What follows belongs to an exercise in optimizing a design on an open flow for small area; a production flow would make more cautious choices. At most, simulation tests tie the RTL to the original design; equivalence was not proved. For runs 2 and 3, only the layout was checked, not whether the RTL still works.

### flow/run.sh
#!/bin/bash
# synth_recipe.tcl (not shown) runs the flow's synth.tcl, then flattens the netlist and writes it again
# the make line also repeats each setting of config.mk as NAME=value (left out here)
make -C /OpenROAD-flow-scripts/flow DESIGN_CONFIG=/design/flow/config.mk WORK_HOME=/design/flow/orfs CLKGATE_MAP_FILE= SYNTH_SCRIPT=/design/flow/synth_recipe.tcl finish
### flow/config.mk
export PLATFORM = sky130hd
export DESIGN_NAME = pdm_top
export DESIGN_NICKNAME = pdm_top
export VERILOG_FILES = /design/flow/design.v
export SDC_FILE = /design/flow/constraint.sdc
export NUM_CORES = 4
export LEC_CHECK = 0
export CAP_MARGIN = 20
export CORE_MARGIN = 2
export CORE_UTILIZATION = 40
export SLEW_MARGIN = 20
### flow/constraint.sdc
create_clock -name core_clock -period 10.0 [get_ports {clk_i}]
set_input_delay 2.0000 -clock core_clock [delete_from_list [all_inputs] [get_ports {clk_i}]]
set_output_delay 2.0000 -clock core_clock [all_outputs]
set_load 0.01 [all_outputs]
### flow/design.v
module cic_integrator #(
  parameter WIDTH  = 51,
  parameter STAGES = 5
) (
  input  logic             clk_i,
  input  logic             long_i,
  input  logic             clr_i,
  input  logic             data_i,
  output logic [WIDTH-1:0] data_o
);
  logic [WIDTH-1:0] r_s0 [STAGES];
  logic [WIDTH-1:0] r_s1 [STAGES];
  logic [WIDTH-1:0] r_s2 [STAGES];
  logic [WIDTH-1:0] r_s3 [STAGES];
  logic [WIDTH-1:0] s_tap [STAGES];
  logic [WIDTH-1:0] s_in  [STAGES];
  logic             s_sel3, s_sel1;
  assign s_sel3 = ~clr_i &  long_i;
  assign s_sel1 = ~clr_i & ~long_i;
  genvar i;
  generate
    for (i = 0; i < STAGES; i++) begin : g_st
      assign s_tap[i] = ({WIDTH{s_sel3}} & r_s3[i]) | ({WIDTH{s_sel1}} & r_s1[i]);
      if (i == 0) begin : g_in0
        assign s_in[i] = data_i ? {{(WIDTH-1){1'b0}}, 1'b1} : {WIDTH{1'b1}};
      end else begin : g_in
        assign s_in[i] = s_tap[i-1];
      end
      always_ff @(posedge clk_i) begin
        r_s0[i] <= s_tap[i] + s_in[i];
        r_s1[i] <= r_s0[i];
        r_s2[i] <= r_s1[i];
        r_s3[i] <= r_s2[i];
      end
    end
  endgenerate
  assign data_o = s_tap[STAGES-1];
endmodule
module cic_comb #(
  parameter WIDTH  = 51,
  parameter STAGES = 5,
  parameter NF     = 3
) (
  input  logic             clk_i,
  input  logic             long_i,
  input  logic             clr_i,
  input  logic             en_i,
  input  logic [2:0]       shift_i,
  input  logic [WIDTH-1:0] data_i,
  output logic [15:0]      data_o
);
  logic [WIDTH-1:0] r_c0 [STAGES];
  logic [WIDTH-1:0] r_c1 [STAGES];
  logic [WIDTH-1:0] r_c2 [STAGES];
  logic [WIDTH-1:0] r_c3 [STAGES];
  logic [15:0]      r_q0 [STAGES];
  logic [15:0]      r_q1 [STAGES];
  logic [15:0]      r_q2 [STAGES];
  logic [15:0]      r_q3 [STAGES];
  logic [WIDTH-1:0] r_e;
  logic             r_en;
  logic [WIDTH-1:0] s_p [STAGES];
  logic [15:0]      s_q [STAGES];
  logic [WIDTH-1:0] s_t [STAGES+1];
  logic [15:0]      s_win;
  logic             s_sel3, s_sel1;
  assign s_sel3 = ~clr_i &  long_i;
  assign s_sel1 = ~clr_i & ~long_i;
  genvar i;
  generate
    for (i = 0; i < STAGES; i++) begin : g_tap
      assign s_p[i] = ({WIDTH{s_sel3}} & r_c3[i]) | ({WIDTH{s_sel1}} & r_c1[i]);
      assign s_q[i] = ({16{s_sel3}} & r_q3[i]) | ({16{s_sel1}} & r_q1[i]);
    end
  endgenerate
  assign s_t[0] = data_i;
  generate
    for (i = 0; i < NF; i++) begin : g_f
      assign s_t[i+1] = s_t[i] - s_p[i];
      always_ff @(posedge clk_i)
        r_c0[i] <= en_i ? s_t[i] : s_p[i];
    end
    for (i = NF; i < STAGES; i++) begin : g_fp
      always_ff @(posedge clk_i)
        r_c0[i] <= s_p[i];
    end
    for (i = 0; i < STAGES; i++) begin : g_fq
      always_ff @(posedge clk_i)
        r_q0[i] <= s_q[i];
    end
  endgenerate
  always_ff @(posedge clk_i) begin
    r_e  <= s_t[NF];
    r_en <= en_i;
  end
  generate
    for (i = NF; i < STAGES; i++) begin : g_g
      if (i == NF) begin : g_g0
        assign s_t[i+1] = r_e - r_c0[i];
        always_ff @(posedge clk_i)
          r_c1[i] <= r_en ? r_e : r_c0[i];
      end else begin : g_gn
        assign s_t[i+1] = s_t[i] - r_c0[i];
        always_ff @(posedge clk_i)
          r_c1[i] <= r_en ? s_t[i] : r_c0[i];
      end
    end
    for (i = 0; i < NF; i++) begin : g_gp
      always_ff @(posedge clk_i)
        r_c1[i] <= r_c0[i];
    end
  endgenerate
  always_comb begin
    case (shift_i)
      3'd0: s_win = s_t[STAGES][50:35];
      3'd1: s_win = s_t[STAGES][45:30];
      3'd2: s_win = s_t[STAGES][40:25];
      3'd3: s_win = s_t[STAGES][35:20];
      3'd4: s_win = s_t[STAGES][30:15];
      3'd5: s_win = s_t[STAGES][25:10];
      3'd6: s_win = s_t[STAGES][20:5];
      default: s_win = s_t[STAGES][15:0];
    endcase
  end
  always_ff @(posedge clk_i) begin
    r_q1[0] <= r_en ? s_win : r_q0[0];
    for (int k = 1; k < STAGES; k++)
      r_q1[k] <= r_en ? r_q0[k-1] : r_q0[k];
  end
  always_ff @(posedge clk_i) begin
    for (int k = 0; k < STAGES; k++) begin
      r_c2[k] <= r_c1[k];
      r_c3[k] <= r_c2[k];
      r_q2[k] <= r_q1[k];
      r_q3[k] <= r_q2[k];
    end
  end
  assign data_o = s_q[STAGES-1];
endmodule
module varcic #(
  parameter STAGES = 5,
  parameter ACC_WIDTH = 51
) (
  input  logic             clk_i,
  input  logic             rstn_i,
  input  logic             cfg_en_i,
  input  logic  [1:0]      cfg_ch_num_i,
  input  logic  [9:0]      cfg_decimation_i,
  input  logic  [2:0]      cfg_shift_i,
  input  logic             data_i,
  input  logic             data_valid_i,
  output logic [15:0]      data_o,
  output logic             data_valid_o
);
logic [9:0] r_sample_nr;
logic [1:0] r_ch_nr;
logic       r_en;
logic       s_clr;
logic       r_int_first;    
logic       r_comb_first;   
logic       s_last_ch;
logic       s_out_data_valid;
logic       s_long;
logic [ACC_WIDTH-1:0] s_int_out;
assign s_clr     = cfg_en_i & !r_en;
assign s_last_ch = (r_ch_nr == cfg_ch_num_i);
assign s_long    = (cfg_ch_num_i == 2'd3);
always_ff @(posedge clk_i or negedge rstn_i)
begin
  if(~rstn_i)
    r_en <= 'h0;
  else
    r_en <= cfg_en_i;
end
always_ff @(posedge clk_i or negedge rstn_i)
begin
  if(~rstn_i)
  begin
    r_sample_nr  <=  'h0;
    r_ch_nr      <=  'h0;
    r_int_first  <= 1'b1;
    r_comb_first <= 1'b1;
  end
  else
  begin
    if (s_clr)
    begin
      r_sample_nr  <= 0;
      r_ch_nr      <= 0;
      r_int_first  <= 1'b1;
      r_comb_first <= 1'b1;
    end
    else if (data_valid_i)
    begin
      if(s_last_ch)
      begin
        r_ch_nr <= 'h0;
        r_int_first <= 1'b0;
        if (r_sample_nr == cfg_decimation_i)
        begin
          r_sample_nr  <= 0;
          r_comb_first <= 1'b0;
        end
        else
          r_sample_nr  <= r_sample_nr + 1;
      end
      else
        r_ch_nr <= r_ch_nr + 1;
    end
  end
end
assign s_out_data_valid = data_valid_i & (r_sample_nr == cfg_decimation_i);
assign data_valid_o     = s_out_data_valid;
cic_integrator #(.WIDTH(ACC_WIDTH), .STAGES(STAGES)) i_int (
  .clk_i   ( clk_i       ),
  .long_i  ( s_long      ),
  .clr_i   ( r_int_first ),
  .data_i  ( data_i      ),
  .data_o  ( s_int_out   )
);
cic_comb #(.WIDTH(ACC_WIDTH), .STAGES(STAGES)) i_comb (
  .clk_i   ( clk_i            ),
  .long_i  ( s_long           ),
  .clr_i   ( r_comb_first     ),
  .en_i    ( s_out_data_valid ),
  .shift_i ( cfg_shift_i      ),
  .data_i  ( s_int_out        ),
  .data_o  ( data_o           )
);
endmodule
module pdm_top (
	input  logic          clk_i,
	input  logic          rstn_i,
	output logic          pdm_clk_o,
    input  logic  [1:0]   cfg_pdm_ch_mode_i,
    input  logic  [9:0]   cfg_pdm_decimation_i,
    input  logic  [2:0]   cfg_pdm_shift_i,
    input  logic          cfg_pdm_en_i,
	input  logic          pdm_ch0_i,
	input  logic          pdm_ch1_i,
	output logic   [15:0] pcm_data_o,
	output logic          pcm_data_valid_o,
	input  logic          pcm_data_ready_i
);
	logic [1:0] s_ch_target;
	logic       s_data;
	logic       s_data_valid;
	logic       r_store_ch0;
	logic       r_store_ch1;
	logic       r_store_ch2;
	logic       r_store_ch3;
	logic       r_send_ch0;
	logic       r_send_ch1;
	logic       r_send_ch2;
	logic       r_send_ch3;
	logic       r_data_ch0;
	logic       r_data_ch1;
	logic       r_data_ch2;
	logic       r_data_ch3;
	logic       r_clk;
	logic       r_clk_dly;
	assign pdm_clk_o = r_clk;
	varcic #( 
  		.STAGES(5),
  		.ACC_WIDTH(51)
	) i_varcic (
  		.clk_i            ( clk_i                ),
  		.rstn_i           ( rstn_i               ),
  		.cfg_en_i         ( cfg_pdm_en_i         ),
  		.cfg_ch_num_i     ( s_ch_target          ),
  		.cfg_decimation_i ( cfg_pdm_decimation_i ),
  		.cfg_shift_i      ( cfg_pdm_shift_i      ),
  		.data_i           ( s_data               ),
  		.data_valid_i     ( s_data_valid         ),
  		.data_o           ( pcm_data_o           ),
  		.data_valid_o     ( pcm_data_valid_o     )
	);
	always_comb begin : proc_s_ch_target
		s_ch_target = 0;
		case(cfg_pdm_ch_mode_i)
			2'b00:
				s_ch_target = 0;
			2'b01:
				s_ch_target = 1;
			2'b10:
				s_ch_target = 1;
			2'b11:
				s_ch_target = 3;
		endcase  
	end
	always_ff @(posedge clk_i or negedge rstn_i) begin : proc_r_store
		if(~rstn_i) begin
			r_store_ch0 <= 1;
			r_store_ch1 <= 0;
			r_store_ch2 <= 0;
			r_store_ch3 <= 0;
			r_send_ch0  <= 0;
			r_send_ch1  <= 0;
			r_send_ch2  <= 0;
			r_send_ch3  <= 0;
			r_data_ch0  <= 0;
			r_data_ch1  <= 0;
			r_data_ch2  <= 0;
			r_data_ch3  <= 0;
			r_clk       <= 0;
			r_clk_dly   <= 0;
		end else begin
	  		if(cfg_pdm_en_i)
	  		begin
	        case(cfg_pdm_ch_mode_i)
	        	2'b00:
	        	begin
	        		r_store_ch0 <= ~r_store_ch0;
	        		r_send_ch0  <= ~r_send_ch0;
	        		if(r_store_ch0)
	        			r_data_ch0 <= pdm_ch0_i;
	        		r_clk <= ~r_clk;
	        	end
	        	2'b01:
	        	begin
	        		r_store_ch0 <= ~r_store_ch0;
	        		r_send_ch0  <= ~r_send_ch0;
	        		r_store_ch1 <= ~r_store_ch1;
	        		r_send_ch1  <=  r_send_ch0;
	        		if(r_store_ch0)
	        			r_data_ch0 <= pdm_ch0_i;
	        		if(r_store_ch1)
	        			r_data_ch1 <= pdm_ch0_i;
	        		r_clk <= ~r_clk;
	        	end
	        	2'b10:
	        	begin
	        		r_store_ch0 <= ~r_store_ch0;
	        		r_send_ch0  <= ~r_send_ch0;
	        		r_send_ch1  <=  r_send_ch0;
	        		if(r_store_ch0)
	        		begin
	        			r_data_ch0 <= pdm_ch0_i;
	        			r_data_ch1 <= pdm_ch1_i;
	        		end
	        		r_clk <= ~r_clk;
	        	end
	        	2'b11:
	        	begin
	        		r_store_ch0 <=  r_clk_dly & ~r_clk;
	        		r_store_ch2 <= ~r_clk_dly &  r_clk;
	        		r_send_ch0 <= r_store_ch0;
	        		r_send_ch1 <= r_send_ch0;
	        		r_send_ch2 <= r_send_ch1;
	        		r_send_ch3 <= r_send_ch2;
	        		if(r_store_ch0)
	        		begin
	        			r_data_ch0 <= pdm_ch0_i;
	        			r_data_ch1 <= pdm_ch1_i;
	        		end
	        		if(r_store_ch2)
	        		begin
	        			r_data_ch2 <= pdm_ch0_i;
	        			r_data_ch3 <= pdm_ch1_i;
	        		end
	        		r_clk      <= ~r_clk_dly;
	        		r_clk_dly  <= r_clk;
	        	end
	        endcase  
			end	
			else
			begin
				r_store_ch0 <= 1'b1;
				r_store_ch1 <= 0;
				r_store_ch2 <= 0;
				r_store_ch3 <= 0;
				r_send_ch0  <= 0;
				r_send_ch1  <= 0;
				r_send_ch2  <= 0;
				r_send_ch3  <= 0;
				r_clk       <= 0;
				r_clk_dly   <= 0;
			end
		end
	end
	always_comb begin : proc_s_data
		if(r_send_ch0)
		begin
				s_data = r_data_ch0;
		end
		else if(r_send_ch1)
		begin
				s_data = r_data_ch1;
		end
		else if(r_send_ch2)
		begin
				s_data = r_data_ch2;
		end
		else
		begin
				s_data = r_data_ch3;
		end
	end
	assign s_data_valid = r_send_ch0 | r_send_ch1 | r_send_ch2 | r_send_ch3;
endmodule
==> flow_metrics.tcl, run 1 <==
set metrics [dict create \
    start_kind "input pin" \
    cpMostUsedCell "buf_4" \
    mappedNetlistNets 9566 \
    num_io_pins 39 \
    cts_buffers 237 \
    numPortBuffers 37 \
    maxSlewViolCount 0 \
    cp-end-kind "flop" \
    syn_area_per_cell_um2 9.742 \
    worst_path_largest_cell_delay_ps 510 \
    routed_wirelength_um 185300 \
    ys_ff_latch 2440 \
    crit_fanout 19 \
    drive_gt1_share_pct 12.00 \
    start_util_pct 40.23 \
    synth_cell_types 126 \
    viasPerCell 4.860 \
    grtUsageTotal_pct 16.35 \
    yosysWarnings 21 \
    synth_edf_count 0 \
    grt_pass1_wl_um 306400 \
    clock_latency_ps 890 \
    rows 172 \
    gp_congestion 0.8255 \
    synthCells 9064 \
    remaining_drc_errors 0 \
    mostFrequentLayoutCell "dfxtp_1" \
    grt.met3_usage_pct 2.352 \
    dp_cells 12175 \
    initialDrtViolationCount 2827 \
    syn_area_mm2 0.08830 \
    crit_path_top_delay_cell "or4_1" \
    place_ws_ps -800.4 \
    dr.pass1.iters 5 \
    die-height_um 473.8 \
    status "finished clean" \
    worstSetupPathType "input pin to flop" \
    setup_viol 0 \
    dpl.hpwl_um 127500 \
    htree_levels 4 \
    globalRouteMet2Util_pct 28.25 \
    rsz0062_at_grt "false" \
    antenna_found_initial 3 \
    period_share_pct 94.55 \
    grt_max_degree 194 \
    die_x_um 473.8 \
    top_usage_layer "met2" \
    crit_family "compound AO/OA/AOI/OAI gates" \
    antenna_cells 0 \
    max_freq_mhz 105.8 \
    min-delay-path-class "flop to flop" \
    setup_ws_ps 545.1 \
    synth-async-reset-ratio_pct 1.148 \
    arrival_ps 10210 \
    finalSetupTns_ps 0 \
    layout.cells.non_filler 12624 \
    hold_viol_final 0 \
    slew_headroom_pct 27.72 \
    overflow 0 \
    seq_area_frac_synth_pct 55.48 \
    critPathBufInv 6 \
    fin_nets 10050 \
    cts-root-buf "clkbuf_16" \
    ctsHoldBuffers 0 \
    core_mm2 0.2195 \
    layout_common_cells "2411 x dfxtp_1, 1901 x nand2_1, 815 x a21oi_1" \
    drv_cap 0 \
    grtUsageMet1_pct 20.98 \
    area_growth_pct 17.65 \
    grt_pass1_vias 61957 \
    cts_buffer_depth 3 \
    numClockSinks 2440 \
    min_period_ps 9455 \
    tightest_slew_ps 1078 \
    dominantRegCellSynth "dfxtp_1" \
    drt.antenna.violating_nets 0 \
    skew_ps 106.3 \
    required_ps 10760 \
    vias 61354 \
    cts_tree "done" \
    die_area_mm2 0.2245 \
    path_clk_slew_ps 60 \
    wl_per_cell_um 14.68 \
    final_util_pct 47.33 \
]
sequential cells by signal (all words and copies together) (netlist names), 2 cells and up:
signal	cells
i_varcic.i_comb.r_q1	80
i_varcic.i_comb.r_q3	80
i_varcic.i_comb.r_e	51
i_varcic.i_comb.r_c0	255
i_varcic.i_int.r_s2	255
i_varcic.i_int.r_s0	255
i_varcic.r_ch_nr	2
i_varcic.i_comb.r_c2	255
i_varcic.r_sample_nr	10
i_varcic.i_comb.r_q0	80
i_varcic.i_int.r_s3	255
i_varcic.i_comb.r_c1	255
i_varcic.i_comb.r_q2	80
i_varcic.i_int.r_s1	255
i_varcic.i_comb.r_c3	255
area by class of cell:
cell class	count	area (um^2)
Fill cell	20244	115600
Sequential cell	2440	49000
Multi-Input combinational cell	6023	37290
Clock buffer	339	6844
Timing Repair Buffer	564	4379
Tap cell	2871	3592
Clock inverter	105	1713
Inverter	282	1069
cells by family after synthesis:
group           share of synthesized area (%)
fa+ha+maj                               7.075
flops                                   55.48
buf+inv                                 2.596
xor+xnor                                5.270
simple gates                            13.52
mux                                     1.387
compound gates                          14.67
routing by layer:
layer / vias up / part of all wire (%)
li1: 31833 / -
met1: 28510 / 47
met2: 703 / 47
met3: 308 / 2.9
met4: 0 / 2.6
met5: - / 0
stage by stage:
step / hold slack, ps / area, um^2
floorplan: 309.6 / 88640
CTS: 229.5 / 103800
global placement: 309.6 / 95210
global route: 249.7 / 103900
detailed placement: 312.1 / 95210
finish: 237.3 / 103900
path summary, 6_finish.rpt:
check	slack (ps)	from	to	cells past startpoint
min reg2reg	240	i_varcic.i_comb.r_c2[3][10]$_DFF_P_	i_varcic.i_comb.r_c3[3][10]$_DFF_P_	0
max in group asynchronous	8360	rstn_i	r_clk$_DFF_PN0_	1
min in group asynchronous	1190	rstn_i	i_varcic.r_sample_nr[5]$_DFFE_PN0P_	1
max reg2reg	1190	i_varcic.r_comb_first$_DFFE_PN1P_	i_varcic.i_comb.r_e[50]$_DFF_P_	37
min	240	i_varcic.i_comb.r_c2[3][10]$_DFF_P_	i_varcic.i_comb.r_c3[3][10]$_DFF_P_	0
max	550	cfg_pdm_ch_mode_i[1]	i_varcic.i_comb.r_e[50]$_DFF_P_	40
synth_stat cells (14+ instances only):
cell type     n  share of area [%]
dfxtp_1    2412                 55
nand2_1    1902                8.1
a21oi_1     830                4.7
o21ai_0     496                2.8
ha_1        471                6.7
xnor2_1     347                3.4
nor2_1      307                1.3
inv_1       278                1.2
clkbuf_1    277                1.2
a21o_1      197                1.7
xor2_1      152                1.5
nand3_1     104               0.59
mux2_2       80                1.0
o21a_1       80               0.68
nor3_1       78               0.44
nand2b_1     77               0.55
nor2b_1      74               0.52
o21bai_1     55               0.47
a31oi_1      51               0.36
a211oi_1     46               0.39
and3_1       42               0.30
a21boi_0     39               0.33
nand4_1      37               0.26
o211ai_1     34               0.29
buf_1        33               0.14
or2_2        33               0.23
mux2i_1      31               0.35
or3_1        29               0.21
and2_1       28               0.20
dfrtp_1      25               0.71
o22ai_1      23               0.16
o31ai_1      23               0.20
a31o_2       20               0.20
a211o_1      16               0.16
a221oi_1     14               0.14
and4_1       14               0.14
repair_timing:
action / in CTS / in global routing
setup buffers: 0 / 4
resized for setup: 0 / 23
setup endpoints to repair: 0 / 7
==> run 2, diff against run 1 <==
--- a/flow/design.v
+++ b/flow/design.v
@@ -1,6 +1,70 @@
+module cic_add #(
+  parameter W    = 51,
+  parameter ARCH = 1,
+  parameter K    = 13
+) (
+  input  logic [W-1:0] a,
+  input  logic [W-1:0] b,
+  input  logic         ci,
+  output logic [W-1:0] s
+);
+  generate
+    if (ARCH == 0) begin : g_plain
+      assign s = a + b + W'(ci);
+    end else if (ARCH == 1) begin : g_chunk
+      localparam NC = (W + K - 1) / K;
+      logic [NC:0] c;
+      assign c[0] = ci;
+      for (genvar j = 0; j < NC; j++) begin : g_c
+        localparam LO = j * K;
+        localparam HI = (j * K + K > W) ? W - 1 : j * K + K - 1;
+        assign {c[j+1], s[HI:LO]} = {1'b0, a[HI:LO]} + {1'b0, b[HI:LO]} + (HI-LO+2)'(c[j]);
+      end
+    end else begin : g_bk
+      localparam L = $clog2(W);
+      logic [W-1:0] g [2*L];
+      logic [W-1:0] p [2*L];
+      logic [W-1:0] gf, pf;
+      logic [W:0]   c;
+      assign g[0] = a & b;
+      assign p[0] = a ^ b;
+      for (genvar d = 0; d < L; d++) begin : g_up
+        for (genvar i = 0; i < W; i++) begin : g_b
+          if ((i % (2 << d)) == (2 << d) - 1) begin : g_op
+            assign g[d+1][i] = g[d][i] | (p[d][i] & g[d][i - (1 << d)]);
+            assign p[d+1][i] = p[d][i] & p[d][i - (1 << d)];
+          end else begin : g_pass
+            assign g[d+1][i] = g[d][i];
+            assign p[d+1][i] = p[d][i];
+          end
+        end
+      end
+      for (genvar d = L - 2; d >= 0; d--) begin : g_dn
+        for (genvar i = 0; i < W; i++) begin : g_b
+          if (i >= (3 << d) - 1 && ((i + 1 - (1 << d)) % (2 << d)) == 0) begin : g_op
+            assign g[2*L-1-d][i] = g[2*L-2-d][i] | (p[2*L-2-d][i] & g[2*L-2-d][i - (1 << d)]);
+            assign p[2*L-1-d][i] = p[2*L-2-d][i] & p[2*L-2-d][i - (1 << d)];
+          end else begin : g_pass
+            assign g[2*L-1-d][i] = g[2*L-2-d][i];
+            assign p[2*L-1-d][i] = p[2*L-2-d][i];
+          end
+        end
+      end
+      assign gf = g[2*L-1];
+      assign pf = p[2*L-1];
+      assign c[0] = ci;
+      for (genvar i = 0; i < W; i++) begin : g_cc
+        assign c[i+1] = gf[i] | (pf[i] & ci);
+      end
+      assign s = p[0] ^ c[W-1:0];
+    end
+  endgenerate
+endmodule
 module cic_integrator #(
   parameter WIDTH  = 51,
-  parameter STAGES = 5
+  parameter STAGES = 5,
+  parameter ARCH   = 1,
+  parameter K      = 13
 ) (
   input  logic             clk_i,
   input  logic             long_i,
@@ -14,6 +78,7 @@
   logic [WIDTH-1:0] r_s3 [STAGES];
   logic [WIDTH-1:0] s_tap [STAGES];
   logic [WIDTH-1:0] s_in  [STAGES];
+  logic [WIDTH-1:0] s_sum [STAGES];
   logic             s_sel3, s_sel1;
   assign s_sel3 = ~clr_i &  long_i;
   assign s_sel1 = ~clr_i & ~long_i;
@@ -22,12 +87,14 @@
     for (i = 0; i < STAGES; i++) begin : g_st
       assign s_tap[i] = ({WIDTH{s_sel3}} & r_s3[i]) | ({WIDTH{s_sel1}} & r_s1[i]);
       if (i == 0) begin : g_in0
-        assign s_in[i] = data_i ? {{(WIDTH-1){1'b0}}, 1'b1} : {WIDTH{1'b1}};
+        assign s_in[i] = {{(WIDTH-1){~data_i}}, 1'b1};
       end else begin : g_in
         assign s_in[i] = s_tap[i-1];
       end
+      cic_add #(.W(WIDTH), .ARCH(ARCH), .K(K)) i_add (
+        .a(s_tap[i]), .b(s_in[i]), .ci(1'b0), .s(s_sum[i]));
       always_ff @(posedge clk_i) begin
-        r_s0[i] <= s_tap[i] + s_in[i];
+        r_s0[i] <= s_sum[i];
         r_s1[i] <= r_s0[i];
         r_s2[i] <= r_s1[i];
         r_s3[i] <= r_s2[i];
@@ -39,7 +106,9 @@
 module cic_comb #(
   parameter WIDTH  = 51,
   parameter STAGES = 5,
-  parameter NF     = 3
+  parameter NF     = 3,
+  parameter ARCH   = 1,
+  parameter K      = 13
 ) (
   input  logic             clk_i,
   input  logic             long_i,
@@ -76,7 +145,8 @@
   assign s_t[0] = data_i;
   generate
     for (i = 0; i < NF; i++) begin : g_f
-      assign s_t[i+1] = s_t[i] - s_p[i];
+      cic_add #(.W(WIDTH), .ARCH(ARCH), .K(K)) i_sub (
+        .a(s_t[i]), .b(~s_p[i]), .ci(1'b1), .s(s_t[i+1]));
       always_ff @(posedge clk_i)
         r_c0[i] <= en_i ? s_t[i] : s_p[i];
     end
@@ -96,11 +166,13 @@
   generate
     for (i = NF; i < STAGES; i++) begin : g_g
       if (i == NF) begin : g_g0
-        assign s_t[i+1] = r_e - r_c0[i];
+        cic_add #(.W(WIDTH), .ARCH(ARCH), .K(K)) i_sub (
+          .a(r_e), .b(~r_c0[i]), .ci(1'b1), .s(s_t[i+1]));
         always_ff @(posedge clk_i)
           r_c1[i] <= r_en ? r_e : r_c0[i];
       end else begin : g_gn
-        assign s_t[i+1] = s_t[i] - r_c0[i];
+        cic_add #(.W(WIDTH), .ARCH(ARCH), .K(K)) i_sub (
+          .a(s_t[i]), .b(~r_c0[i]), .ci(1'b1), .s(s_t[i+1]));
         always_ff @(posedge clk_i)
           r_c1[i] <= r_en ? s_t[i] : r_c0[i];
       end
@@ -139,7 +211,9 @@
 endmodule
 module varcic #(
   parameter STAGES = 5,
-  parameter ACC_WIDTH = 51
+  parameter ACC_WIDTH = 51,
+  parameter ARCH = 2,
+  parameter K = 13
 ) (
   input  logic             clk_i,
   input  logic             rstn_i,
@@ -153,18 +227,26 @@
   output logic             data_valid_o
 );
 logic [9:0] r_sample_nr;
+logic [9:0] s_sample_nr;
 logic [1:0] r_ch_nr;
+logic [1:0] s_ch_nr;
 logic       r_en;
 logic       s_clr;
 logic       r_int_first;    
 logic       r_comb_first;   
+logic       r_hit;          
+logic       r_long;         
+logic [2:0] r_shift;
 logic       s_last_ch;
 logic       s_out_data_valid;
-logic       s_long;
 logic [ACC_WIDTH-1:0] s_int_out;
+always_ff @(posedge clk_i)
+begin
+  r_long  <= (cfg_ch_num_i == 2'd3);
+  r_shift <= cfg_shift_i;
+end
 assign s_clr     = cfg_en_i & !r_en;
 assign s_last_ch = (r_ch_nr == cfg_ch_num_i);
-assign s_long    = (cfg_ch_num_i == 2'd3);
 always_ff @(posedge clk_i or negedge rstn_i)
 begin
   if(~rstn_i)
@@ -172,12 +254,48 @@
   else
     r_en <= cfg_en_i;
 end
+always_comb
+begin
+  s_sample_nr = r_sample_nr;
+  s_ch_nr     = r_ch_nr;
+  if (s_clr)
+  begin
+    s_sample_nr = 0;
+    s_ch_nr     = 0;
+  end
+  else if (data_valid_i)
+  begin
+    if (s_last_ch)
+    begin
+      s_ch_nr = 'h0;
+      if (r_hit)
+        s_sample_nr = 0;
+      else
+        s_sample_nr = r_sample_nr + 1;
+    end
+    else
+      s_ch_nr = r_ch_nr + 1;
+  end
+end
+always_ff @(posedge clk_i or negedge rstn_i)
+begin
+  if(~rstn_i)
+  begin
+    r_sample_nr  <= 'h0;
+    r_ch_nr      <= 'h0;
+  end
+  else
+  begin
+    r_sample_nr  <= s_sample_nr;
+    r_ch_nr      <= s_ch_nr;
+  end
+end
+always_ff @(posedge clk_i)
+  r_hit <= (s_sample_nr == cfg_decimation_i);
 always_ff @(posedge clk_i or negedge rstn_i)
 begin
   if(~rstn_i)
   begin
-    r_sample_nr  <=  'h0;
-    r_ch_nr      <=  'h0;
     r_int_first  <= 1'b1;
     r_comb_first <= 1'b1;
   end
@@ -185,45 +303,32 @@
   begin
     if (s_clr)
     begin
-      r_sample_nr  <= 0;
-      r_ch_nr      <= 0;
       r_int_first  <= 1'b1;
       r_comb_first <= 1'b1;
     end
-    else if (data_valid_i)
+    else if (data_valid_i & s_last_ch)
     begin
-      if(s_last_ch)
-      begin
-        r_ch_nr <= 'h0;
-        r_int_first <= 1'b0;
-        if (r_sample_nr == cfg_decimation_i)
-        begin
-          r_sample_nr  <= 0;
-          r_comb_first <= 1'b0;
-        end
-        else
-          r_sample_nr  <= r_sample_nr + 1;
-      end
-      else
-        r_ch_nr <= r_ch_nr + 1;
+      r_int_first <= 1'b0;
+      if (r_hit)
+        r_comb_first <= 1'b0;
     end
   end
 end
-assign s_out_data_valid = data_valid_i & (r_sample_nr == cfg_decimation_i);
+assign s_out_data_valid = data_valid_i & r_hit;
 assign data_valid_o     = s_out_data_valid;
-cic_integrator #(.WIDTH(ACC_WIDTH), .STAGES(STAGES)) i_int (
+cic_integrator #(.WIDTH(ACC_WIDTH), .STAGES(STAGES), .ARCH(ARCH), .K(K)) i_int (
   .clk_i   ( clk_i       ),
-  .long_i  ( s_long      ),
+  .long_i  ( r_long      ),
   .clr_i   ( r_int_first ),
   .data_i  ( data_i      ),
   .data_o  ( s_int_out   )
 );
-cic_comb #(.WIDTH(ACC_WIDTH), .STAGES(STAGES)) i_comb (
+cic_comb #(.WIDTH(ACC_WIDTH), .STAGES(STAGES), .ARCH(ARCH), .K(K)) i_comb (
   .clk_i   ( clk_i            ),
-  .long_i  ( s_long           ),
+  .long_i  ( r_long           ),
   .clr_i   ( r_comb_first     ),
   .en_i    ( s_out_data_valid ),
-  .shift_i ( cfg_shift_i      ),
+  .shift_i ( r_shift          ),
   .data_i  ( s_int_out        ),
   .data_o  ( data_o           )
 );
--- a/flow/config.mk
+++ b/flow/config.mk
@@ -7,5 +7,9 @@
 export LEC_CHECK = 0
 export CAP_MARGIN = 20
 export CORE_MARGIN = 2
-export CORE_UTILIZATION = 40
+export CORE_UTILIZATION = 65
+export CTS_BUF_LIST = sky130_fd_sc_hd__clkbuf_8
+export CTS_CLUSTER_DIAMETER = 60
+export CTS_CLUSTER_SIZE = 18
+export PLACE_DENSITY = 0.75
 export SLEW_MARGIN = 20
==> run 2 against run 1 <==
Effect of this change:
- still clean
- sequential cell count grew 5
- sequential share of layout area increased by 8.3 points
- synthesized cell count is 20% lower
- critical endpoint unchanged
- largest cell class unchanged
==> flow_metrics.tcl, run 2 <==
set metrics [dict create \
    status "finished clean" \
    placed_cell_area_mm2 0.08563 \
    yosysWarnings 42 \
    grt_pass1_wl_um 237200 \
    cts_resized 0 \
    synthXorXnorAreaFrac_pct 3.447 \
    synth_top_area_cell "dfxtp_1" \
    min-delay-path-class "flop to flop" \
    core_mm2 0.1275 \
    synth-async-reset-ratio_pct 1.145 \
    yosys-top-cells-count "2417 x dfxtp_1, 695 x nor2_1, 593 x mux2i_1, 500 x ha_1, 415 x nand2_1" \
    cts_buffer_depth 3 \
    crit_path_top_delay_cell "dfxtp_4" \
    cts_buffers 161 \
    initialDrtViolationCount 2398 \
    synthMuxAreaShare_pct 8.192 \
    critPathBufInv 1 \
    grtUsageTotal_pct 21.66 \
    synthTopCellsByArea "dfxtp_1 58%, ha_1 7.5%, mux2i_1 7.1%" \
    drive_gt1_share_pct 7.187 \
    hold_slack_ps 308.2 \
    crit_family "compound AO/OA/AOI/OAI gates" \
    drv_cap 0 \
    syn_area_mm2 0.08359 \
    rsz0062_at_grt "false" \
    yosysMostFrequentCell "dfxtp_1" \
    required_ps 10820 \
    hold_viol_final 0 \
    synthCells 7242 \
    die_x_um 362.6 \
    area_growth_pct 5.827 \
    antenna_found_initial 2 \
    worst_path_largest_cell_delay_ps 660 \
    synth_edf_count 0 \
    remaining_drc_errors 0 \
    htree_levels 4 \
    numClockSinks 2445 \
    final_cell_area_mm2 0.08846 \
    setup_ws_ps 974.0 \
    ff2ff_path_depth 35 \
    worstSetupPathType "flop to flop" \
    finalSetupTns_ps 0 \
    crit_fanout 29 \
    fin_nets 7913 \
    synth_cell_types 90 \
    mostFrequentLayoutCell "dfxtp_1" \
    gp_congestion 0.8851 \
    max_freq_mhz 110.8 \
    seq_area_frac_synth_pct 58.73 \
    layout.cells.non_filler 8982 \
    grt_max_degree 183 \
    cp.depth 35 \
    drt.antenna.violating_nets 0 \
    numPortBuffers 37 \
    cts_tree "done" \
    wl_per_cell_um 15.61 \
    ctsHoldBuffers 0 \
    post_cts_buffers 0 \
    grt_pass1_vias 48891 \
    routed_wirelength_um 140200 \
    dp_cells 8766 \
    clock_latency_ps 910 \
    maxSlewViolCount 0 \
    tightest_slew_ps 1089 \
    syn_area_per_cell_um2 11.54 \
    cts-root-buf "clkbuf_8" \
    num_io_pins 39 \
    setup_viol 0 \
    die-height_um 362.6 \
    final_util_pct 69.37 \
    layout_common_cells "2415 x dfxtp_1, 695 x nor2_1, 593 x mux2i_1" \
    die_area_mm2 0.1315 \
    dominantRegCellSynth "dfxtp_1" \
    period_share_pct 90.26 \
    overflow 0 \
    dr.pass1.iters 5 \
    yosysTopAreaCellShare_pct 57.89 \
    min_period_ps 9026 \
    skew_ps 51.49 \
    arrival_ps 9850 \
    place_ws_ps 1000 \
    mappedNetlistNets 7888 \
    min_delay_path_depth 0 \
    start_kind "flop" \
    dpl.hpwl_um 96640 \
    synth_compound_area_share_pct 8.400 \
    n_fill_cell 9490 \
    start_util_pct 65.55 \
    synthSimpleGateAreaFrac_pct 8.893 \
    synth_top_family_by_area "adder cells" \
    viasPerCell 5.377 \
    synth_fa_ha_area_share_pct 10.48 \
    slew_headroom_pct 27.39 \
    rows 131 \
    cp-end-kind "flop" \
    ys_ff_latch 2445 \
    path_clk_slew_ps 100 \
    vias 48296 \
]
## run 2: changes by cell type in the layout (fill, tap and decap cells not counted), sizes merged, moves of 61 or more
cell,before,now
mux2i,32,593
fa,10,125
nand3,104,43
or2,36,166
inv,283,211
a21oi,832,233
xnor2,348,159
nor2,310,695
o21ai,504,374
nand2,1904,415
clkbuf,339,177
buf,528,42
## run 2: logic make-up (layout without fill, tap and decap cells)
logic type                 after synthesis  count (layout)
other                                    0               1
and+or+nand+nor                       1647            1647
DFF                                   2445            2445
AOI/OAI and AO/OA                     1109            1109
xor gates and xnor gates               329             329
muxes                                  674             674
buffers and inverters                  413             490
adders and majority gates              625             625
## run 2: path summary, 6_finish.rpt
kind                                                    start                                  to  slack (ps)
min                        i_varcic.i_int.r_s2[3][39]$_DFF_P_  i_varcic.i_int.r_s3[3][39]$_DFF_P_         310
max reg2reg                           i_varcic.r_long$_DFF_P_     i_varcic.i_comb.r_e[50]$_DFF_P_         970
max in group asynchronous                              rstn_i               r_store_ch0$_DFF_PN1_        8200
min in group asynchronous                              rstn_i             r_store_ch1$_DFFE_PN0P_        1450
max                                   i_varcic.r_long$_DFF_P_     i_varcic.i_comb.r_e[50]$_DFF_P_         970
min reg2reg                i_varcic.i_int.r_s2[3][39]$_DFF_P_  i_varcic.i_int.r_s3[3][39]$_DFF_P_         310
## run 2: worst reg2reg max path: cells and delay by family (launching register included)
| kind | cells | cell delay, ps |
|---|---|---|
| compound gates | 21 | 5260 |
| simple gates | 5 | 960 |
| fa+ha+maj | 3 | 950 |
| xor+xnor | 4 | 710 |
| flops | 1 | 660 |
| buf+inv | 1 | 310 |
| mux | 1 | 120 |
## run 2: cell type report
class / count / area, um^2 / area share (%)
antenna: 1 / 2.502 / 0.002829
timing repair buffer: 79 / 748.2 / 0.8458
clock inverter: 38 / 389.1 / 0.4399
clock buffer: 177 / 2436 / 2.754
sequential: 2445 / 49110 / 55.51
multi-input combinational: 4384 / 32950 / 37.25
tap: 1662 / 2079 / 2.351
inverter: 196 / 743.2 / 0.8402
## run 2: metal layers
layer	track usage, %	part of all wire [%]	vias to the layer above
li1	-	-	24582
met1	29.19	48	22953
met2	36.28	47	528
met3	3.046	2.8	233
met4	6.688	2.5	0
met5	0	0	-
==> run 3, diff against run 2 <==
--- a/flow/design.v
+++ b/flow/design.v
@@ -21,7 +21,7 @@
         assign {c[j+1], s[HI:LO]} = {1'b0, a[HI:LO]} + {1'b0, b[HI:LO]} + (HI-LO+2)'(c[j]);
       end
     end else begin : g_bk
-      localparam L = $clog2(W);
+      localparam L = (W > 64) ? 7 : (W > 32) ? 6 : (W > 16) ? 5 : (W > 8) ? 4 : (W > 4) ? 3 : (W > 2) ? 2 : 1;
       logic [W-1:0] g [2*L];
       logic [W-1:0] p [2*L];
       logic [W-1:0] gf, pf;
@@ -67,8 +67,8 @@
   parameter K      = 13
 ) (
   input  logic             clk_i,
-  input  logic             long_i,
-  input  logic             clr_i,
+  input  logic             sel3_i,
+  input  logic             sel1_i,
   input  logic             data_i,
   output logic [WIDTH-1:0] data_o
 );
@@ -79,13 +79,10 @@
   logic [WIDTH-1:0] s_tap [STAGES];
   logic [WIDTH-1:0] s_in  [STAGES];
   logic [WIDTH-1:0] s_sum [STAGES];
-  logic             s_sel3, s_sel1;
-  assign s_sel3 = ~clr_i &  long_i;
-  assign s_sel1 = ~clr_i & ~long_i;
   genvar i;
   generate
     for (i = 0; i < STAGES; i++) begin : g_st
-      assign s_tap[i] = ({WIDTH{s_sel3}} & r_s3[i]) | ({WIDTH{s_sel1}} & r_s1[i]);
+      assign s_tap[i] = ({WIDTH{sel3_i}} & r_s3[i]) | ({WIDTH{sel1_i}} & r_s1[i]);
       if (i == 0) begin : g_in0
         assign s_in[i] = {{(WIDTH-1){~data_i}}, 1'b1};
       end else begin : g_in
@@ -111,8 +108,8 @@
   parameter K      = 13
 ) (
   input  logic             clk_i,
-  input  logic             long_i,
-  input  logic             clr_i,
+  input  logic             sel3_i,
+  input  logic             sel1_i,
   input  logic             en_i,
   input  logic [2:0]       shift_i,
   input  logic [WIDTH-1:0] data_i,
@@ -132,14 +129,11 @@
   logic [15:0]      s_q [STAGES];
   logic [WIDTH-1:0] s_t [STAGES+1];
   logic [15:0]      s_win;
-  logic             s_sel3, s_sel1;
-  assign s_sel3 = ~clr_i &  long_i;
-  assign s_sel1 = ~clr_i & ~long_i;
   genvar i;
   generate
     for (i = 0; i < STAGES; i++) begin : g_tap
-      assign s_p[i] = ({WIDTH{s_sel3}} & r_c3[i]) | ({WIDTH{s_sel1}} & r_c1[i]);
-      assign s_q[i] = ({16{s_sel3}} & r_q3[i]) | ({16{s_sel1}} & r_q1[i]);
+      assign s_p[i] = ({WIDTH{sel3_i}} & r_c3[i]) | ({WIDTH{sel1_i}} & r_c1[i]);
+      assign s_q[i] = ({16{sel3_i}} & r_q3[i]) | ({16{sel1_i}} & r_q1[i]);
     end
   endgenerate
   assign s_t[0] = data_i;
@@ -232,19 +226,20 @@
 logic [1:0] s_ch_nr;
 logic       r_en;
 logic       s_clr;
-logic       r_int_first;    
-logic       r_comb_first;   
+logic       s_int_first;    
+logic       s_comb_first;   
+logic       s_int_first_nxt, s_comb_first_nxt;
+logic       r_int_sel3, r_int_sel1;     
+logic       r_comb_sel3, r_comb_sel1;   
+logic       s_long;         
 logic       r_hit;          
-logic       r_long;         
 logic [2:0] r_shift;
 logic       s_last_ch;
 logic       s_out_data_valid;
 logic [ACC_WIDTH-1:0] s_int_out;
 always_ff @(posedge clk_i)
-begin
-  r_long  <= (cfg_ch_num_i == 2'd3);
   r_shift <= cfg_shift_i;
-end
+assign s_long = (cfg_ch_num_i == 2'd3);
 assign s_clr     = cfg_en_i & !r_en;
 assign s_last_ch = (r_ch_nr == cfg_ch_num_i);
 always_ff @(posedge clk_i or negedge rstn_i)
@@ -292,41 +287,54 @@
 end
 always_ff @(posedge clk_i)
   r_hit <= (s_sample_nr == cfg_decimation_i);
+assign s_int_first  = ~(r_int_sel3 | r_int_sel1);
+assign s_comb_first = ~(r_comb_sel3 | r_comb_sel1);
+always_comb
+begin
+  s_int_first_nxt  = s_int_first;
+  s_comb_first_nxt = s_comb_first;
+  if (s_clr)
+  begin
+    s_int_first_nxt  = 1'b1;
+    s_comb_first_nxt = 1'b1;
+  end
+  else if (data_valid_i & s_last_ch)
+  begin
+    s_int_first_nxt = 1'b0;
+    if (r_hit)
+      s_comb_first_nxt = 1'b0;
+  end
+end
 always_ff @(posedge clk_i or negedge rstn_i)
 begin
   if(~rstn_i)
   begin
-    r_int_first  <= 1'b1;
-    r_comb_first <= 1'b1;
+    r_int_sel3  <= 1'b0;
+    r_int_sel1  <= 1'b0;
+    r_comb_sel3 <= 1'b0;
+    r_comb_sel1 <= 1'b0;
   end
   else
   begin
-    if (s_clr)
-    begin
-      r_int_first  <= 1'b1;
-      r_comb_first <= 1'b1;
-    end
-    else if (data_valid_i & s_last_ch)
-    begin
-      r_int_first <= 1'b0;
-      if (r_hit)
-        r_comb_first <= 1'b0;
-    end
+    r_int_sel3  <= ~s_int_first_nxt  &  s_long;
+    r_int_sel1  <= ~s_int_first_nxt  & ~s_long;
+    r_comb_sel3 <= ~s_comb_first_nxt &  s_long;
+    r_comb_sel1 <= ~s_comb_first_nxt & ~s_long;
   end
 end
 assign s_out_data_valid = data_valid_i & r_hit;
 assign data_valid_o     = s_out_data_valid;
 cic_integrator #(.WIDTH(ACC_WIDTH), .STAGES(STAGES), .ARCH(ARCH), .K(K)) i_int (
   .clk_i   ( clk_i       ),
-  .long_i  ( r_long      ),
-  .clr_i   ( r_int_first ),
+  .sel3_i  ( r_int_sel3  ),
+  .sel1_i  ( r_int_sel1  ),
   .data_i  ( data_i      ),
   .data_o  ( s_int_out   )
 );
 cic_comb #(.WIDTH(ACC_WIDTH), .STAGES(STAGES), .ARCH(ARCH), .K(K)) i_comb (
   .clk_i   ( clk_i            ),
-  .long_i  ( r_long           ),
-  .clr_i   ( r_comb_first     ),
+  .sel3_i  ( r_comb_sel3      ),
+  .sel1_i  ( r_comb_sel1      ),
   .en_i    ( s_out_data_valid ),
   .shift_i ( r_shift          ),
   .data_i  ( s_int_out        ),
==> run 3 against run 2 <==
Effect of this change:
- wire length down 3.9%
- first-iteration DRC count down 4.7%
- register-to-register slack better by 220 ps
- largest cell class unchanged
- sequential cell count up 1
- worst setup slack better by 220 ps
- area after synthesis down 4.2%
- sequential share of layout area up 2.6 points
==> flow_metrics.tcl, run 3 <==
set metrics [dict create \
    status "finished clean" \
    n_fill_cell 8796 \
    min_period_ps 8801 \
    multi_input_area_mm2 0.02940 \
    worst_path_largest_cell_delay_ps 1040 \
    rsz0062_at_grt "false" \
    htree_levels 4 \
    synth_cell_types 82 \
    drt.antenna.violating_nets 0 \
    yosysTopAreaCellShare_pct 60.39 \
    synthCells 6626 \
    grt_pass1_wl_um 227600 \
    dominantRegCellSynth "dfxtp_1" \
    die_area_mm2 0.1260 \
    post_cts_buffers 0 \
    ys_ff_latch 2446 \
    die-height_um 355.0 \
    synthTopCellsByArea "dfxtp_1 60%, ha_1 7.8%, a22o_1 4.8%" \
    synth-async-reset-ratio_pct 1.226 \
    synth_fa_ha_area_share_pct 10.94 \
    setup_viol 0 \
    cpMostUsedCell "a21oi_1" \
    start_util_pct 65.63 \
    yosysMostFrequentCell "dfxtp_1" \
    synthXorXnorAreaFrac_pct 3.731 \
    die_x_um 355.0 \
    maxSlewViolCount 0 \
    initialDrtViolationCount 2286 \
    gp_congestion 0.8885 \
    numPortBuffers 37 \
    layout.cells.non_filler 8303 \
    arrival_ps 9580 \
    dr.pass1.iters 7 \
    cts_buffers 160 \
    start_kind "flop" \
    cts_buffer_depth 3 \
    min-delay-path-class "flop to flop" \
    syn_area_per_cell_um2 12.09 \
    wl_per_cell_um 16.23 \
    dp_cells 8093 \
    dpl.hpwl_um 92240 \
    vias 46106 \
    skew_ps 39.30 \
    fin_nets 7276 \
    grt_max_degree 226 \
    numClockSinks 2446 \
    seqCellArea_mm2 0.04914 \
    max_freq_mhz 113.6 \
    grt_pass1_vias 46519 \
    placed_cell_area_mm2 0.08193 \
    grtUsageTotal_pct 21.65 \
    synth_top_family_by_area "compound AO/OA/AOI/OAI gates" \
    crit_fanout 74 \
    mappedNetlistNets 7272 \
    viasPerCell 5.553 \
    tightest_slew_ps 1073 \
    yosys-top-cells-count "2416 x dfxtp_1, 500 x ha_1, 442 x a22o_1, 383 x a21oi_1, 352 x nor2_1" \
    seq_area_frac_synth_pct 61.33 \
    cp-end-kind "flop" \
    num_io_pins 39 \
    drive_gt1_share_pct 5.287 \
    synthSimpleGateAreaFrac_pct 5.733 \
    hold_viol_final 0 \
    core_mm2 0.1220 \
    drv_cap 0 \
    period_share_pct 88.01 \
    path_clk_slew_ps 110 \
    antenna_found_initial 1 \
    area_growth_pct 5.537 \
    worstSetupPathType "flop to flop" \
    slew_headroom_pct 28.47 \
    cts-root-buf "clkbuf_8" \
    required_ps 10770 \
    synthMuxAreaShare_pct 1.236 \
    setup_ws_ps 1199 \
    crit_path_top_delay_cell "dfrtp_4" \
    finalSetupTns_ps 0 \
    syn_area_mm2 0.08009 \
    cts_resized 0 \
    place_ws_ps 1231 \
    synth_compound_area_share_pct 15.03 \
    mostFrequentLayoutCell "dfxtp_1" \
    layout_common_cells "2414 x dfxtp_1, 500 x ha_1, 442 x a22o_1" \
    cts_tree "done" \
    remaining_drc_errors 0 \
    rows 128 \
    final_cell_area_mm2 0.08453 \
    overflow 0 \
    clock_latency_ps 900 \
    routed_wirelength_um 134700 \
    ctsHoldBuffers 0 \
    synth_top_area_cell "dfxtp_1" \
    synth_edf_count 0 \
    yosysWarnings 42 \
]
-- run 3: logic make-up (layout without fill, tap and decap cells) --
| group | Yosys count | after routing |
|---|---|---|
| buf+inv | 428 | 479 |
| fa+ha+maj | 625 | 625 |
| compound gates | 1709 | 1709 |
| xor+xnor | 338 | 338 |
| mux | 89 | 89 |
| other cells | 0 | 1 |
| simple gates | 991 | 991 |
| flops | 2446 | 2446 |
-- run 3: cell type report --
class	count	area share, %
inverters	209	0.9281
flip-flops and latches	2446	58.13
diodes	1	0.002961
clock inverters	43	0.3538
multi-input cells	3752	34.78
clock buffers	166	2.703
repair buffers	61	0.6957
well taps	1625	2.405
-- run 3: through the flow --
step	utilization [%]	hold slack [ps]
global placement	67.13	309.5
finish	69.26	303.2
CTS	69.26	301.1
detailed placement	67.14	312.1
floorplan	-	309.6
global route	69.26	307.6
-- run 3: worst paths after layout --
path                       cells after the start                            endpoint  slack (ps)                                from
hold / removal                                 0  i_varcic.i_int.r_s3[2][12]$_DFF_P_         300  i_varcic.i_int.r_s2[2][12]$_DFF_P_
setup reg to reg                              33     i_varcic.i_comb.r_e[49]$_DFF_P_        1200      i_varcic.r_comb_sel3$_DFF_PN0_
min in group asynchronous                      2              r_data_ch1$_DFFE_PN0P_        1470                              rstn_i
max in group asynchronous                      2               r_store_ch0$_DFF_PN1_        8200                              rstn_i
hold reg to reg                                0  i_varcic.i_int.r_s3[2][12]$_DFF_P_         300  i_varcic.i_int.r_s2[2][12]$_DFF_P_
setup / recovery                              33     i_varcic.i_comb.r_e[49]$_DFF_P_        1200      i_varcic.r_comb_sel3$_DFF_PN0_
-- run 3: worst max-delay path: cells and delay by family, from the launching register on --
kind | cells | cell delay (ps)
AOI/OAI and AO/OA | 18 | 4440
xor gates and xnor gates | 2 | 270
adders and majority gates | 3 | 1060
DFF | 1 | 1040
and+or+nand+nor | 10 | 1850
-- run 3: routing by layer --
layer / vias up / GRT usage (%) / routed length (um) / share of wire, %
li1: 23319 / - / - / -
met1: 21961 / 28.94 / 63910 / 47
met2: 578 / 35.81 / 62280 / 46
met3: 248 / 3.031 / 3959 / 2.9
met4: 0 / 8.398 / 4572 / 3.4
met5: - / 0 / 0 / 0
==> run 4, diff against run 3 <==
--- a/flow/design.v
+++ b/flow/design.v
@@ -69,6 +69,7 @@
   input  logic             clk_i,
   input  logic             sel3_i,
   input  logic             sel1_i,
+  input  logic             dump_i,
   input  logic             data_i,
   output logic [WIDTH-1:0] data_o
 );
@@ -79,6 +80,7 @@
   logic [WIDTH-1:0] s_tap [STAGES];
   logic [WIDTH-1:0] s_in  [STAGES];
   logic [WIDTH-1:0] s_sum [STAGES];
+  logic [WIDTH-1:0] s_acc [STAGES];
   genvar i;
   generate
     for (i = 0; i < STAGES; i++) begin : g_st
@@ -88,8 +90,13 @@
       end else begin : g_in
         assign s_in[i] = s_tap[i-1];
       end
+      if (i == STAGES-1) begin : g_dump
+        assign s_acc[i] = s_tap[i] & {WIDTH{~dump_i}};
+      end else begin : g_keep
+        assign s_acc[i] = s_tap[i];
+      end
       cic_add #(.W(WIDTH), .ARCH(ARCH), .K(K)) i_add (
-        .a(s_tap[i]), .b(s_in[i]), .ci(1'b0), .s(s_sum[i]));
+        .a(s_acc[i]), .b(s_in[i]), .ci(1'b0), .s(s_sum[i]));
       always_ff @(posedge clk_i) begin
         r_s0[i] <= s_sum[i];
         r_s1[i] <= r_s0[i];
@@ -103,7 +110,7 @@
 module cic_comb #(
   parameter WIDTH  = 51,
   parameter STAGES = 5,
-  parameter NF     = 3,
+  parameter NF     = 2,
   parameter ARCH   = 1,
   parameter K      = 13
 ) (
@@ -115,24 +122,27 @@
   input  logic [WIDTH-1:0] data_i,
   output logic [15:0]      data_o
 );
-  logic [WIDTH-1:0] r_c0 [STAGES];
-  logic [WIDTH-1:0] r_c1 [STAGES];
-  logic [WIDTH-1:0] r_c2 [STAGES];
-  logic [WIDTH-1:0] r_c3 [STAGES];
+  localparam NP = STAGES - 1;   
+  logic [WIDTH-1:0] r_c0 [NP];
+  logic [WIDTH-1:0] r_c1 [NP];
+  logic [WIDTH-1:0] r_c2 [NP];
+  logic [WIDTH-1:0] r_c3 [NP];
   logic [15:0]      r_q0 [STAGES];
   logic [15:0]      r_q1 [STAGES];
   logic [15:0]      r_q2 [STAGES];
   logic [15:0]      r_q3 [STAGES];
   logic [WIDTH-1:0] r_e;
   logic             r_en;
-  logic [WIDTH-1:0] s_p [STAGES];
+  logic [WIDTH-1:0] s_p [NP];
   logic [15:0]      s_q [STAGES];
-  logic [WIDTH-1:0] s_t [STAGES+1];
+  logic [WIDTH-1:0] s_t [NP+1];
   logic [15:0]      s_win;
   genvar i;
   generate
-    for (i = 0; i < STAGES; i++) begin : g_tap
+    for (i = 0; i < NP; i++) begin : g_tap
       assign s_p[i] = ({WIDTH{sel3_i}} & r_c3[i]) | ({WIDTH{sel1_i}} & r_c1[i]);
+    end
+    for (i = 0; i < STAGES; i++) begin : g_tapq
       assign s_q[i] = ({16{sel3_i}} & r_q3[i]) | ({16{sel1_i}} & r_q1[i]);
     end
   endgenerate
@@ -144,7 +154,7 @@
       always_ff @(posedge clk_i)
         r_c0[i] <= en_i ? s_t[i] : s_p[i];
     end
-    for (i = NF; i < STAGES; i++) begin : g_fp
+    for (i = NF; i < NP; i++) begin : g_fp
       always_ff @(posedge clk_i)
         r_c0[i] <= s_p[i];
     end
@@ -158,7 +168,7 @@
     r_en <= en_i;
   end
   generate
-    for (i = NF; i < STAGES; i++) begin : g_g
+    for (i = NF; i < NP; i++) begin : g_g
       if (i == NF) begin : g_g0
         cic_add #(.W(WIDTH), .ARCH(ARCH), .K(K)) i_sub (
           .a(r_e), .b(~r_c0[i]), .ci(1'b1), .s(s_t[i+1]));
@@ -178,14 +188,14 @@
   endgenerate
   always_comb begin
     case (shift_i)
-      3'd0: s_win = s_t[STAGES][50:35];
-      3'd1: s_win = s_t[STAGES][45:30];
-      3'd2: s_win = s_t[STAGES][40:25];
-      3'd3: s_win = s_t[STAGES][35:20];
-      3'd4: s_win = s_t[STAGES][30:15];
-      3'd5: s_win = s_t[STAGES][25:10];
-      3'd6: s_win = s_t[STAGES][20:5];
-      default: s_win = s_t[STAGES][15:0];
+      3'd0: s_win = s_t[NP][50:35];
+      3'd1: s_win = s_t[NP][45:30];
+      3'd2: s_win = s_t[NP][40:25];
+      3'd3: s_win = s_t[NP][35:20];
+      3'd4: s_win = s_t[NP][30:15];
+      3'd5: s_win = s_t[NP][25:10];
+      3'd6: s_win = s_t[NP][20:5];
+      default: s_win = s_t[NP][15:0];
     endcase
   end
   always_ff @(posedge clk_i) begin
@@ -193,14 +203,20 @@
     for (int k = 1; k < STAGES; k++)
       r_q1[k] <= r_en ? r_q0[k-1] : r_q0[k];
   end
-  always_ff @(posedge clk_i) begin
-    for (int k = 0; k < STAGES; k++) begin
-      r_c2[k] <= r_c1[k];
-      r_c3[k] <= r_c2[k];
-      r_q2[k] <= r_q1[k];
-      r_q3[k] <= r_q2[k];
+  generate
+    for (i = 0; i < NP; i++) begin : g_rc
+      always_ff @(posedge clk_i) begin
+        r_c2[i] <= r_c1[i];
+        r_c3[i] <= r_c2[i];
+      end
     end
-  end
+    for (i = 0; i < STAGES; i++) begin : g_rq
+      always_ff @(posedge clk_i) begin
+        r_q2[i] <= r_q1[i];
+        r_q3[i] <= r_q2[i];
+      end
+    end
+  endgenerate
   assign data_o = s_q[STAGES-1];
 endmodule
 module varcic #(
@@ -328,6 +344,7 @@
   .clk_i   ( clk_i       ),
   .sel3_i  ( r_int_sel3  ),
   .sel1_i  ( r_int_sel1  ),
+  .dump_i  ( s_out_data_valid ),
   .data_i  ( data_i      ),
   .data_o  ( s_int_out   )
 );
==> run 4 against run 3 <==
Effect of this change:
- critical path depth fell by 8
- die area fell by 8.1%
- cell area shrank 8.1%
- first-iteration DRC count fell by 12%
- wire length fell by 9.9%
- final cell count fell by 8.2%
==> flow_metrics.tcl, run 4 <==
set metrics [dict create \
    yosys-top-cells-count "2212 x dfxtp_1, 449 x ha_1, 441 x a22o_1, 305 x a21oi_1, 272 x nor2_1" \
    multi_input_area_mm2 0.02683 \
    wl_per_cell_um 15.93 \
    post_cts_buffers 0 \
    highest_layer "met4" \
    required_ps 10800 \
    syn_area_mm2 0.07355 \
    drv_cap 0 \
    mappedNetlistNets 6671 \
    initialDrtViolationCount 2016 \
    period_share_pct 73.37 \
    path_clk_slew_ps 100 \
    arrival_ps 8130 \
    skew_ps 24.86 \
    yosysMostFrequentCell "dfxtp_1" \
    layout_common_cells "2211 x dfxtp_1, 449 x ha_1, 441 x a22o_1" \
    num_io_pins 39 \
    die_area_mm2 0.1159 \
    fin_nets 6676 \
    routed_wirelength_um 121400 \
    mostFrequentLayoutCell "dfxtp_1" \
    start_util_pct 65.46 \
    cts_resized 0 \
    dominantRegCellSynth "dfxtp_1" \
    start_kind "flop" \
    rsz0062_at_grt "false" \
    ctsHoldBuffers 0 \
    synthTopCellsByArea "dfxtp_1 60%, ha_1 7.6%, a22o_1 5.3%" \
    yosysWarnings 44 \
    synth_top_area_cell "dfxtp_1" \
    wl_met1_um 58990 \
    dr.pass1.iters 5 \
    status "finished clean" \
    cts_tree "done" \
    yosysTopAreaCellShare_pct 60.21 \
    die-height_um 340.4 \
    dpl.hpwl_um 83690 \
    dr_wl_met3_um 3127 \
    synth-async-reset-ratio_pct 1.338 \
    die_x_um 340.4 \
    cp-end-kind "flop" \
    hold_viol_final 0 \
    core_mm2 0.1123 \
    synth_edf_count 0 \
    tightest_slew_ps 1057 \
    gp_congestion 0.8744 \
    finalSetupTns_ps 0 \
    cts-root-buf "clkbuf_8" \
    drt.antenna.violating_nets 0 \
    setup_viol 0 \
    area_growth_pct 5.643 \
    n_fill_cell 8236 \
    cts_buffers 146 \
    drive_gt1_share_pct 5.359 \
    crit_fanout 94 \
    slew_headroom_pct 29.52 \
    layout.cells.non_filler 7624 \
    max_freq_mhz 136.3 \
    ys_ff_latch 2242 \
    seq_area_frac_synth_pct 61.23 \
    wl_met2_um 55540 \
    grt_max_degree 230 \
    numClockSinks 2242 \
    min-delay-path-class "flop to flop" \
    antenna_found_initial 2 \
    htree_levels 4 \
    vias 41934 \
    min_period_ps 7337 \
    grtUsageTotal_pct 21.14 \
    remaining_drc_errors 0 \
    numPortBuffers 37 \
    worstSetupPathType "flop to flop" \
    syn_area_per_cell_um2 12.10 \
    dp_cells 7433 \
    min_delay_path_depth 0 \
    synth_cell_types 81 \
    ff2ff_path_depth 25 \
    grt_pass1_wl_um 204800 \
    synthCells 6076 \
    clock_latency_ps 880 \
    seqCellArea_mm2 0.04505 \
    maxSlewViolCount 0 \
    rows 123 \
    cts_buffer_depth 3 \
    viasPerCell 5.500 \
    overflow 0 \
    grt_pass1_vias 41996 \
]
## run 4: cell types whose count changed after synthesis, moves of 13 or more
cell,before,now
a211oi_1,32,16
a21oi_1,383,305
dfxtp_1,2416,2212
nor2_1,352,272
xor2_1,199,162
a22oi_1,160,117
ha_1,500,449
o21bai_1,43,24
inv_1,207,249
and2_1,27,47
and3_1,40,19
or3_1,15,2
## run 4: worst max-delay path, stage by stage (launching register included)
cell       delay, ps
dfrtp_4         1120
a22o_1           350
ha_1             310
o21ai_0          380
a221oi_2         160
a22oi_1          320
a211oi_1         180
o2111a_1         330
o21ai_0          330
nand2_1          200
a22o_1           270
o21a_1           190
o21bai_1         130
a21oi_1          120
ha_1             370
o21a_1           130
o211ai_1         150
a21oi_1           60
a2111o_1         440
a2111oi_2        350
nor2_1           160
a41o_1           310
a41o_1           300
o41ai_2          240
xor2_1           200
xnor2_1          130
## run 4: final timing paths
kind                       slack, ps                                start                                   to
setup reg to reg                2660        i_varcic.r_int_sel3$_DFF_PN0_      i_varcic.i_comb.r_e[50]$_DFF_P_
hold / removal                   320  i_varcic.i_comb.r_c2[3][49]$_DFF_P_  i_varcic.i_comb.r_c3[3][49]$_DFF_P_
max in group asynchronous       8160                               rstn_i       i_varcic.r_comb_sel3$_DFF_PN0_
hold reg to reg                  320  i_varcic.i_comb.r_c2[3][49]$_DFF_P_  i_varcic.i_comb.r_c3[3][49]$_DFF_P_
setup / recovery                2660        i_varcic.r_int_sel3$_DFF_PN0_      i_varcic.i_comb.r_e[50]$_DFF_P_
min in group asynchronous       1500                               rstn_i                      r_clk$_DFF_PN0_
## run 4: kinds of logic after synthesis
kind of cell    count (synthesis)  synth area share, %
fa+ha+maj                     574                11.04
mux                            84                1.273
flops                        2242                61.23
compound gates               1540                14.97
simple gates                  882                5.594
xor+xnor                      300                3.573
buf+inv                       454                2.317
## run 4: routing by layer
layer | up-vias | track usage (%)
met2 | 445 | 34.56
met4 | 0 | 7.755
met3 | 226 | 3.044
met5 | - | 0
met1 | 20010 | 28.73
li1 | 21253 | -
## run 4: layout make-up
type                    instances  area share, %
clock inverters                33         0.3720
repair buffers                 60         0.7311
diodes                          3       0.009662
well taps                    1500          2.416
inverters                     251          1.213
clock buffers                 155          2.746
multi-input cells            3380          34.53
flip-flops and latches       2242          57.99
## run 4: metrics by stage
stage                     hold slack (ps)  setup WS, ps  utilization, %  area (um^2)
final                               319.0          2664           69.16        77700
after global placement              309.5          2724           67.00        75270
after CTS                           312.8          2583           69.15        77690
after floorplan                     309.6         933.0               -        73550
after detailed placement            312.1          2660           67.00        75270
after global routing                320.5          2096           69.16        77700

[static timing again, ports no longer ideal]
How much do the figures lean on ideal ports? The routed layouts below were timed once more, with nothing changed but the port constraints.
Step 1 assumes that a clkbuf_16 drives the clock port and a buf_2 every other input.
Step 2 adds t to the input delays and takes it off the output delays; t is the mean of the earliest and latest rising clock arrival at the registers after step 1. Input paths then give back, and output paths get back, about the clock's delay inside the block.
Slacks: ideal ports / drivers / drivers and shift; pairs: ideal ports / drivers.
| run | t (ns) | setup slack, ns | worst hold slack (ns) | worst setup path at the end | worst slew at a driven data input, ns |
|---|---|---|---|---|---|
| run 1 | 0.928 | 0.545 / 0.596 / -0.332 | 0.237 / 0.237 / 0.237 | input to register | 0.26 |
| run 2 | 0.959 | 0.974 / 0.974 / 0.974 | 0.308 / 0.308 / 0.308 | register to register | 0.03 |
| run 3 | 0.951 | 1.199 / 1.199 / 1.199 | 0.303 / 0.303 / 0.303 | register to register | 0.03 |
| run 4 | 0.933 | 2.664 / 2.664 / 2.664 | 0.319 / 0.319 / 0.319 | register to register | 0.03 |
Met with ideal ports but missed after step 2: setup timing in run 1. For run 1, which loses most, drivers alone change the setup slack by +0.051 ns; drivers and shift together by -0.877 ns.
